Background: an optimization exercise with open tools, aiming at small area. Do not read the settings as production practice.
Function was checked by simulation only, so behaviour that the tests miss may differ from the original.
Power and IR drop assume default switching activity.

## MazeRunner
module MazeRunner(clk,RST_n,SS_n,MOSI,MISO,SCLK,PWMR,PWML,
                  DIRR,DIRL,IR_EN,BMPL_n,BMPR_n,buzz,
                  buzz_n,RX,LED);
  input clk;             
  input RST_n;           
  output SS_n;           
  output MOSI;           
  output SCLK;           
  input MISO;            
  output PWMR;           
  output PWML;           
  output DIRR;           
  output DIRL;           
  output IR_EN;          
  input BMPL_n;          
  input BMPR_n;          
  output buzz;           
  output buzz_n;
  input RX;              
  output [7:0] LED;      
  wire rst_n;
  wire line_present, err_vld, err_vld2, go;
  wire [10:0] err_raw, err_opn, err_sat;
  wire [11:0] lft_spd, rght_spd;
  rst_synch iRST(.clk(clk),.RST_n(RST_n),.rst_n(rst_n));
  logic [10:0] pcnt;
  wire [10:0] pcnt_inc;
  rca #(11) iPC(.a(pcnt),.b(11'h000),.ci(1'b1),.s(pcnt_inc),.co());
  always_ff @(posedge clk, negedge rst_n)
    if (!rst_n) pcnt <= 11'h000;
    else        pcnt <= pcnt_inc;
  IR_intf iIR(.clk(clk),.rst_n(rst_n),.pcnt(pcnt),.MISO(MISO),.SS_n(SS_n),.SCLK(SCLK),.MOSI(MOSI),
              .IR_en(IR_EN),.line_present(line_present),.err_raw(err_raw),.err_vld(err_vld),.err_vld2(err_vld2));
  cmd_proc icmd(.clk(clk),.rst_n(rst_n),.line_present(line_present),.BMPL_n(BMPL_n),.BMPR_n(BMPR_n),
                .RX(RX),.go(go),.err_opn(err_opn),.buzz(buzz));
  assign buzz_n = ~buzz;
  assign err_sat = line_present ? err_raw : err_opn;
  PID iPID(.clk(clk),.rst_n(rst_n),.err_sat(err_sat),.err_vld(err_vld),.err_vld2(err_vld2),.go(go),
           .line_present(line_present),.lft_spd(lft_spd),.rght_spd(rght_spd));
  mtr_drv imtr(.clk(clk),.rst_n(rst_n),.cnt(pcnt),.lft_duty(lft_spd),.right_duty(rght_spd),
               .PWML(PWML),.PWMR(PWMR),.DIRL(DIRL),.DIRR(DIRR));
  ...
clock: 10.0 ns
lec_check: 0
cap_margin: 20
core_margin: 2
core_utilization: 65
cts_buf_list: sky130_fd_sc_hd__clkbuf_8
cts_cluster_diameter: 60
cts_cluster_size: 16
place_density: 0.75
slew_margin: 20
standard.sh (not shown) runs the stock make flow with config.mk's settings and CLKGATE_MAP_FILE= SYNTH_SCRIPT=/design/flow/synth_recipe.tcl, a recipe that flattens the netlist after the stock synthesis.
==> flow/flow/run.sh <==
#!/bin/bash
# Own flow: the standard layout, with synthesis mapped for area by ABC
# (no full-adder cell extraction: ABC maps the adders too).
# Synthesis runs first with flow/synth_area.tcl (the standard flow's synthesis script
# with a different ABC script); standard.sh then runs the remaining steps
# from the synthesized netlist.  Each tool's output goes to its own log.
set -euo pipefail
W=$(pwd)
make -C "$FLOW_HOME" DESIGN_CONFIG="$W/config.mk" WORK_HOME="$W/orfs" CLKGATE_MAP_FILE= \
  SYNTH_SCRIPT="$W/flow/synth_area.tcl" ADDER_MAP_FILE= synth > "$W/synth.log" 2>&1
# clock tree: clkbuf_8 leaves over clusters of up to 16 registers, no
# dummy loads
export CTS_ARGS="-sink_clustering_enable -repair_clock_nets -sink_clustering_size 10 -sink_clustering_max_diameter 40 -buf_list sky130_fd_sc_hd__clkbuf_4 -dont_use_dummy_load"
# every port still gets a buffer, the smallest one
export BUFFER_PORTS_ARGS="-buffer_cell sky130_fd_sc_hd__buf_1"
bash "$W/standard.sh" finish > "$W/layout.log" 2>&1
test -s "$W/out/final.def"
==> flow/flow/abc_area.script <==
strash
dc2
dc2
balance
rewrite
refactor
balance
rewrite
rewrite -z
balance
refactor -z
rewrite -z
balance
dch -f
amap
topo
dnsize -c
==> flow/flow/synth_area.tcl <==
# The standard synthesis script (synth_recipe.tcl), with the ABC step
# mapping for area: same passes, same registers; only the combinational
# mapping script differs.
set area_script [file join [file dirname [file normalize [info script]]] abc_area.script]
proc synth {args} { yosys synth -nofsm -noshare {*}$args }
proc abc {args} {
  global area_script
  set i [lsearch $args -script]
  if {$i >= 0} {
    set args [lreplace $args $i [expr {$i + 1}] -script $area_script]
  }
  yosys abc {*}$args
}
source $::env(SCRIPTS_DIR)/synth.tcl
# left out here: clear keep_hierarchy, flatten, clean up, hide names made inside functions, write 1_2_yosys.v
The baseline passed the timing, DRC and antenna checks.
Next try:
--- a/flow/flow/run.sh
+++ b/flow/flow/run.sh
@@ -13 +13 @@
-export CTS_ARGS="-sink_clustering_enable -repair_clock_nets -sink_clustering_size 10 -sink_clustering_max_diameter 40 -buf_list sky130_fd_sc_hd__clkbuf_4 -dont_use_dummy_load"
+export CTS_ARGS="-sink_clustering_enable -repair_clock_nets -sink_clustering_size 16 -sink_clustering_max_diameter 60 -buf_list sky130_fd_sc_hd__clkbuf_8 -dont_use_dummy_load"
CORE_UTILIZATION = 80   (was 65)
PLACE_DENSITY = 0.85   (was 0.75)
After rerunning: Clock skew came out lower by 40 ps. Total power hardly moves. Register-to-register slack loses 280 ps. Worst setup slack loses 280 ps. Final area came out lower by 0.61%. Wire length came out higher by 18%. Via count came out higher by 8.0%. Area after synthesis stays the same. Core utilization came out higher by 17 points. Count of clock-buffer cells in the layout came out lower by 16. Maximum frequency came out lower by 4.2%.
Next try:
--- a/flow/flow/run.sh
+++ b/flow/flow/run.sh
@@ -13 +13 @@
-export CTS_ARGS="-sink_clustering_enable -repair_clock_nets -sink_clustering_size 16 -sink_clustering_max_diameter 60 -buf_list sky130_fd_sc_hd__clkbuf_8 -dont_use_dummy_load"
+export CTS_ARGS="-sink_clustering_enable -repair_clock_nets -sink_clustering_size 30 -sink_clustering_max_diameter 60 -buf_list sky130_fd_sc_hd__clkbuf_16 -dont_use_dummy_load"
CORE_UTILIZATION = 65   (was 80)
PLACE_DENSITY = 0.75   (was 0.85)
The changed run completed without violations; worst hold slack barely changes; area after synthesis does not change; wire length went down by 17%; critical path depth is unchanged; die area went up by about 22%; via count went down by 9.4%; count of clock-buffer cells in the layout went down by 3; sequential power barely changes; sequential share of layout area went down by 0.81 points.
Next try:
--- a/flow/flow/run.sh
+++ b/flow/flow/run.sh
@@ -13 +13 @@
-export CTS_ARGS="-sink_clustering_enable -repair_clock_nets -sink_clustering_size 30 -sink_clustering_max_diameter 60 -buf_list sky130_fd_sc_hd__clkbuf_16 -dont_use_dummy_load"
+export CTS_ARGS="-sink_clustering_enable -repair_clock_nets -sink_clustering_size 16 -sink_clustering_max_diameter 60 -buf_list sky130_fd_sc_hd__clkbuf_8 -dont_use_dummy_load"
=> The changed run finished with timing, DRC and antenna clean; power fell by a little under a tenth; global-route usage rose by 0.10 points; setup slack gains 35 ps.
